Context: an optimization exercise on an open-source flow, tuned for small area and a short achievable clock period. The choices shown serve that exercise and are no tape-out recipe.
Where RTL was checked, it was by simulation tests only, not by an equivalence proof against the original.
No activity file was given, so power comes from the tool's default toggle rates.

// lab4_2
module lab4_2(
  input [1:0] mode,
  input [2:0] n_gasoline_pumps,
  input [2:0] n_diesel_pumps,
  input [3:0] fuel_amount,
  input fuel_type,
  input CLK,
  input rst,
  output [0:5] pump_status,
  output is_gasoline_queue_not_full,
  output is_diesel_queue_not_full,
  output [3:0] n_cars_in_gasoline_queue,
  output [3:0] n_cars_in_diesel_queue,
  output [7:0] total_gasoline_needed,
  output [7:0] total_diesel_needed,
  output reg invalid_gasoline_car,
  output reg invalid_diesel_car,
  output reg invalid_setup_params
);
Size: ~110 flip-flops, ~50 I/O pins.
Settings: LEC_CHECK=0, CAP_MARGIN=20, CORE_MARGIN=2, CORE_UTILIZATION=55, CTS_BUF_LIST=sky130_fd_sc_hd__clkbuf_8 sky130_fd_sc_hd__clkbuf_16, CTS_CLUSTER_DIAMETER=40, SLEW_MARGIN=20, SYNTH_HIERARCHICAL=1; clock period 13.0 ns.
standard.sh (not shown) runs the stock make flow with config.mk's settings and CLKGATE_MAP_FILE= SYNTH_SCRIPT=/design/flow/synth_recipe.tcl, a recipe that flattens the netlist after the stock synthesis.
==> flow/flow/run.sh <==
#!/bin/bash
# Own layout flow: the standard flow (standard.sh), with three changes:
#  - synthesis maps the two small next-state selection modules (whose
#    inputs arrive late) with ORFS's speed script and the rest with an
#    area-oriented ABC script (flow/area.abc); everything else in synthesis is the standard flow's
#    synth_recipe.tcl unchanged (same registers, names and cell types);
#  - Yosys's full-adder extraction is left out (ADDER_MAP_FILE empty), so ABC
#    maps the adders along with the rest of the logic;
#  - ports are buffered with buf_2 cells, and timing repair may resize
#    cells across footprints (MATCH_CELL_FOOTPRINT 0);
#  - the timing repair steps aim for a setup slack margin (SETUP_MARGIN) so
#    that the critical paths get sized up after the area-oriented mapping.
# Each tool's full output goes to a log file in this folder.
set -euo pipefail
here=$(pwd)
SETUP_MARGIN=${SETUP_MARGIN:-8.5}
{
  echo "proc abc {args} {"
  echo "  yosys abc {*}\$args lab4_2_st_sel lab4_2_fuel_sel"
  echo "  set i [lsearch -exact \$args -script]"
  echo "  if {\$i >= 0} { set args [lreplace \$args [expr {\$i + 1}] [expr {\$i + 1}] $here/flow/area.abc] }"
  echo "  yosys abc {*}\$args"
  echo "}"
  cat synth_recipe.tcl
} > own_synth.tcl
bash standard.sh SYNTH_SCRIPT=$here/own_synth.tcl ADDER_MAP_FILE= SETUP_SLACK_MARGIN=$SETUP_MARGIN MATCH_CELL_FOOTPRINT=0 "BUFFER_PORTS_ARGS=-inputs -outputs -buffer_cell sky130_fd_sc_hd__buf_2" finish > flow_make.log 2>&1
==> flow/flow/area.abc <==
strash
ifraig
scorr
dc2
strash
&get -n
&dch -f
&nf -R 1000
&put
The starting point went through all stages and came out clean.
Edit:
--- a/flow/flow/run.sh
+++ b/flow/flow/run.sh
@@ -16 +16 @@
-SETUP_MARGIN=${SETUP_MARGIN:-8.5}
+SETUP_MARGIN=${SETUP_MARGIN:-9.1}
Result: Cell count increases by 5.7%. Synthesized cell count does not change. Combinational power increases by 19%.
No run of this note included a check of the RTL's function; only the layout flow was run.

Setup of the reference run:
lab4_2, a different RTL version from the one above (not shown whole).
For scale: ~1100 cells after synthesis, roughly 50 I/O pins, about 8500 sq um of cells after synthesis.
Settings: LEC_CHECK=0, CAP_MARGIN=20, CORE_MARGIN=2, CORE_UTILIZATION=40, CTS_BUF_LIST=sky130_fd_sc_hd__clkbuf_4 sky130_fd_sc_hd__clkbuf_8, SLEW_MARGIN=20; clock period 13.0 ns.
==> flow/flow/run.sh <==
#!/bin/bash
# Own layout flow: the standard flow (standard.sh), with three changes:
#  - synthesis maps with an area-oriented ABC script (flow/area.abc) instead
#    of ORFS's speed script; everything else in synthesis is the standard flow's
#    synth_recipe.tcl unchanged (same registers, names and cell types);
#  - Yosys's full-adder extraction is left out (ADDER_MAP_FILE empty), so ABC
#    maps the adders along with the rest of the logic;
#  - ports are buffered with buf_2 cells, and timing repair may resize
#    cells across footprints (MATCH_CELL_FOOTPRINT 0);
#  - the timing repair steps aim for a setup slack margin (SETUP_MARGIN) so
#    that the critical paths get sized up after the area-oriented mapping.
# Each tool's full output goes to a log file in this folder.
set -euo pipefail
here=$(pwd)
SETUP_MARGIN=${SETUP_MARGIN:-8}
{
  echo "proc abc {args} {"
  echo "  set i [lsearch -exact \$args -script]"
  echo "  if {\$i >= 0} { set args [lreplace \$args [expr {\$i + 1}] [expr {\$i + 1}] $here/flow/area.abc] }"
  echo "  yosys abc {*}\$args"
  echo "}"
  cat synth_recipe.tcl
} > own_synth.tcl
bash standard.sh SYNTH_SCRIPT=$here/own_synth.tcl ADDER_MAP_FILE= SETUP_SLACK_MARGIN=$SETUP_MARGIN MATCH_CELL_FOOTPRINT=0 "BUFFER_PORTS_ARGS=-inputs -outputs -buffer_cell sky130_fd_sc_hd__buf_2" finish > flow_make.log 2>&1
Scripts as last shown in full above: flow/flow/area.abc
No stage failed in the reference run, and the final checks on the layout all came back clean.
Relative to the reference run, the following input files were edited for the trial run:
--- a/flow/flow/run.sh
+++ b/flow/flow/run.sh
@@ -14,3 +14,3 @@
 here=$(pwd)
-SETUP_MARGIN=${SETUP_MARGIN:-8}
+SETUP_MARGIN=${SETUP_MARGIN:-8.5}
 {
--- a/flow/config.mk
+++ b/flow/config.mk
@@ -9,4 +9,5 @@
 export CORE_MARGIN = 2
-export CORE_UTILIZATION = 40
+export CORE_UTILIZATION = 55
 export CTS_BUF_LIST = sky130_fd_sc_hd__clkbuf_4 sky130_fd_sc_hd__clkbuf_8
+export CTS_CLUSTER_SIZE = 12
 export SLEW_MARGIN = 20
==> results.txt <==
[compare] base=the reference run new=the trial run: met2 capacity usage during global routing rose 7.8 points, sequential group share of total power fell 0.7 points, growth of design area from synthesis to finish rose 3.0 points.

lab4_2, a different RTL version from the one above (not shown whole).
For scale: roughly 110 flip-flops, about 8300 µm² of cells after synthesis.
export LEC_CHECK = 0
export CAP_MARGIN = 20
export CORE_MARGIN = 2
export CORE_UTILIZATION = 55
export CTS_BUF_LIST = sky130_fd_sc_hd__clkbuf_8 sky130_fd_sc_hd__clkbuf_16
export CTS_CLUSTER_DIAMETER = 40
export SLEW_MARGIN = 20
create_clock -name core_clock -period 13.0 [get_ports {CLK}]
==> flow/flow/run.sh <==
#!/bin/bash
# Own layout flow: the standard flow (standard.sh), with three changes:
#  - synthesis maps with an area-oriented ABC script (flow/area.abc) instead
#    of ORFS's speed script; everything else in synthesis is the standard flow's
#    synth_recipe.tcl unchanged (same registers, names and cell types);
#  - Yosys's full-adder extraction is left out (ADDER_MAP_FILE empty), so ABC
#    maps the adders along with the rest of the logic;
#  - ports are buffered with buf_2 cells, and timing repair may resize
#    cells across footprints (MATCH_CELL_FOOTPRINT 0);
#  - the timing repair steps aim for a setup slack margin (SETUP_MARGIN) so
#    that the critical paths get sized up after the area-oriented mapping.
# Each tool's full output goes to a log file in this folder.
set -euo pipefail
here=$(pwd)
SETUP_MARGIN=${SETUP_MARGIN:-8.5}
{
  echo "proc abc {args} {"
  echo "  set i [lsearch -exact \$args -script]"
  echo "  if {\$i >= 0} { set args [lreplace \$args [expr {\$i + 1}] [expr {\$i + 1}] $here/flow/area.abc] }"
  echo "  yosys abc {*}\$args"
  echo "}"
  cat synth_recipe.tcl
} > own_synth.tcl
bash standard.sh SYNTH_SCRIPT=$here/own_synth.tcl ADDER_MAP_FILE= SETUP_SLACK_MARGIN=$SETUP_MARGIN MATCH_CELL_FOOTPRINT=0 SKIP_CTS_REPAIR_TIMING=1 "BUFFER_PORTS_ARGS=-inputs -outputs -buffer_cell sky130_fd_sc_hd__buf_2" finish > flow_make.log 2>&1
Scripts as last shown in full above: flow/flow/area.abc
The baseline completed without violations.
Rerun with:
--- a/flow/flow/run.sh
+++ b/flow/flow/run.sh
@@ -6,5 +6,5 @@
 #  - Yosys's full-adder extraction is left out (ADDER_MAP_FILE empty), so ABC
 #    maps the adders along with the rest of the logic;
-#  - ports are buffered with buf_2 cells, and timing repair may resize
+#  - ports are buffered with buf_1 cells, and timing repair may resize
 #    cells across footprints (MATCH_CELL_FOOTPRINT 0);
 #  - the timing repair steps aim for a setup slack margin (SETUP_MARGIN) so
@@ -22,3 +22,3 @@
   cat synth_recipe.tcl
 } > own_synth.tcl
-bash standard.sh SYNTH_SCRIPT=$here/own_synth.tcl ADDER_MAP_FILE= SETUP_SLACK_MARGIN=$SETUP_MARGIN MATCH_CELL_FOOTPRINT=0 SKIP_CTS_REPAIR_TIMING=1 "BUFFER_PORTS_ARGS=-inputs -outputs -buffer_cell sky130_fd_sc_hd__buf_2" finish > flow_make.log 2>&1
+bash standard.sh SYNTH_SCRIPT=$here/own_synth.tcl ADDER_MAP_FILE= SETUP_SLACK_MARGIN=$SETUP_MARGIN MATCH_CELL_FOOTPRINT=0 "BUFFER_PORTS_ARGS=-inputs -outputs -buffer_cell sky130_fd_sc_hd__buf_1" finish > flow_make.log 2>&1
=>
- routed wire length grows by about 0.8%
- global-route usage went down by 0.52 points
- power drops by about 0.6%
- flip-flop and latch count is unchanged
- final area goes up by 2.6%
- final cell count rose by about 2.2%
- area after synthesis does not change
- worst hold slack gets worse by 0.010 ns
Rerun with:
--- a/flow/flow/run.sh
+++ b/flow/flow/run.sh
@@ -6,5 +6,5 @@
 #  - Yosys's full-adder extraction is left out (ADDER_MAP_FILE empty), so ABC
 #    maps the adders along with the rest of the logic;
-#  - ports are buffered with buf_1 cells, and timing repair may resize
+#  - ports are buffered with buf_2 cells, and timing repair may resize
 #    cells across footprints (MATCH_CELL_FOOTPRINT 0);
 #  - the timing repair steps aim for a setup slack margin (SETUP_MARGIN) so
@@ -22,3 +22,3 @@
   cat synth_recipe.tcl
 } > own_synth.tcl
-bash standard.sh SYNTH_SCRIPT=$here/own_synth.tcl ADDER_MAP_FILE= SETUP_SLACK_MARGIN=$SETUP_MARGIN MATCH_CELL_FOOTPRINT=0 "BUFFER_PORTS_ARGS=-inputs -outputs -buffer_cell sky130_fd_sc_hd__buf_1" finish > flow_make.log 2>&1
+bash standard.sh SYNTH_SCRIPT=$here/own_synth.tcl ADDER_MAP_FILE= SETUP_SLACK_MARGIN=$SETUP_MARGIN MATCH_CELL_FOOTPRINT=0 "BUFFER_PORTS_ARGS=-inputs -outputs -buffer_cell sky130_fd_sc_hd__buf_2" finish > flow_make.log 2>&1
CORE_UTILIZATION = 70   (was 55)
CTS_BUF_LIST = sky130_fd_sc_hd__clkbuf_4 sky130_fd_sc_hd__clkbuf_8   (was sky130_fd_sc_hd__clkbuf_8 sky130_fd_sc_hd__clkbuf_16)
CTS_CLUSTER_DIAMETER = not set   (was 40)
CTS_CLUSTER_SIZE = 12   (was not set)
=>
- flip-flop and latch count does not change
- die area decreases by 21%
- hold slack gets better by 0.011 ns
Rerun with:
--- a/flow/flow/run.sh
+++ b/flow/flow/run.sh
@@ -1,6 +1,6 @@
 #!/bin/bash
 # Own layout flow: the standard flow (standard.sh), with three changes:
-#  - synthesis maps with an area-oriented ABC script (flow/area.abc) instead
-#    of ORFS's speed script; everything else in synthesis is the standard flow's
+#  - synthesis maps with an area-oriented ABC script (flow/area.abc, which
+#    then sizes gates for a 3.5 ns target) instead of ORFS's speed script; everything else in synthesis is the standard flow's
 #    synth_recipe.tcl unchanged (same registers, names and cell types);
 #  - Yosys's full-adder extraction is left out (ADDER_MAP_FILE empty), so ABC
@@ -18,4 +18,6 @@
   echo "  set i [lsearch -exact \$args -script]"
   echo "  if {\$i >= 0} { set args [lreplace \$args [expr {\$i + 1}] [expr {\$i + 1}] $here/flow/area.abc] }"
+  echo "  set i [lsearch -exact \$args -D]"
+  echo "  if {\$i >= 0} { set args [lreplace \$args [expr {\$i + 1}] [expr {\$i + 1}] 3500] }"
   echo "  yosys abc {*}\$args"
   echo "}"
==> flow/flow/area.abc (replaced) <==
strash
ifraig
scorr
dc2
strash
&get -n
&dch -f
&nf -R 1000
&put
topo
stime -c
buffer -c
upsize -c
dnsize -c
CORE_UTILIZATION = 55   (was 70)
CTS_BUF_LIST = sky130_fd_sc_hd__clkbuf_8 sky130_fd_sc_hd__clkbuf_16   (was sky130_fd_sc_hd__clkbuf_4 sky130_fd_sc_hd__clkbuf_8)
CTS_CLUSTER_DIAMETER = 40   (was not set)
CTS_CLUSTER_SIZE = not set   (was 12)
Outcome: The new run completed with no timing, DRC or antenna violations. Worst setup slack is better by 0.0054 ns. Design area grows by 1.9%. Register-to-register slack improves by 0.03 ns. Final cell count grows by 5.1%.

## afterwards: timing with drivers on the ports
How much do the figures lean on ideal ports? The routed layouts below were timed once more, with nothing changed but the port constraints. Step 1: set_driving_cell puts a clkbuf_16 on CLK and a buf_2 on each other input, an assumption about the parent block. Step 2, shift: input delay + t, output delay - t, t = (earliest + latest rising clock arrival at the registers) / 2. This alone moves slack from input paths to output paths. a / b / c = ideal / step 1 / step 2; a / b = the first two.
run | t (ns) | setup WS [ns] | hold WS [ns] | clock arrival spread, ns
the first run of note 1 | 0.408 | 8.612 / 8.632 / 8.224 | 0.490 / 0.490 / 0.490 | 0.011 / 0.011
the second run of note 1 | 0.417 | 8.825 / 8.822 / 8.405 | 0.502 / 0.502 / 0.502 | 0.007 / 0.007
the reference run | 0.438 | 8.222 / 8.242 / 7.806 | 0.501 / 0.501 / 0.501 | 0.014 / 0.015
the trial run | 0.430 | 8.477 / 8.478 / 8.048 | 0.508 / 0.508 / 0.508 | 0.014 / 0.014
the first run of note 3 | 0.411 | 8.553 / 8.553 / 8.167 | 0.526 / 0.526 / 0.526 | 0.014 / 0.014
the second run of note 3 | 0.405 | 8.538 / 8.546 / 8.141 | 0.516 / 0.516 / 0.516 | 0.010 / 0.009
the third run of note 3 | 0.445 | 8.564 / 8.567 / 8.122 | 0.527 / 0.527 / 0.527 | 0.020 / 0.020
the fourth run of note 3 | 0.407 | 8.569 / 8.594 / 8.187 | 0.521 / 0.521 / 0.521 | 0.008 / 0.008
After both steps setup and hold are still met in every run listed. The setup slack of the third run of note 3, which loses most, moves by +0.003 ns with the drivers and by -0.442 ns with both steps.
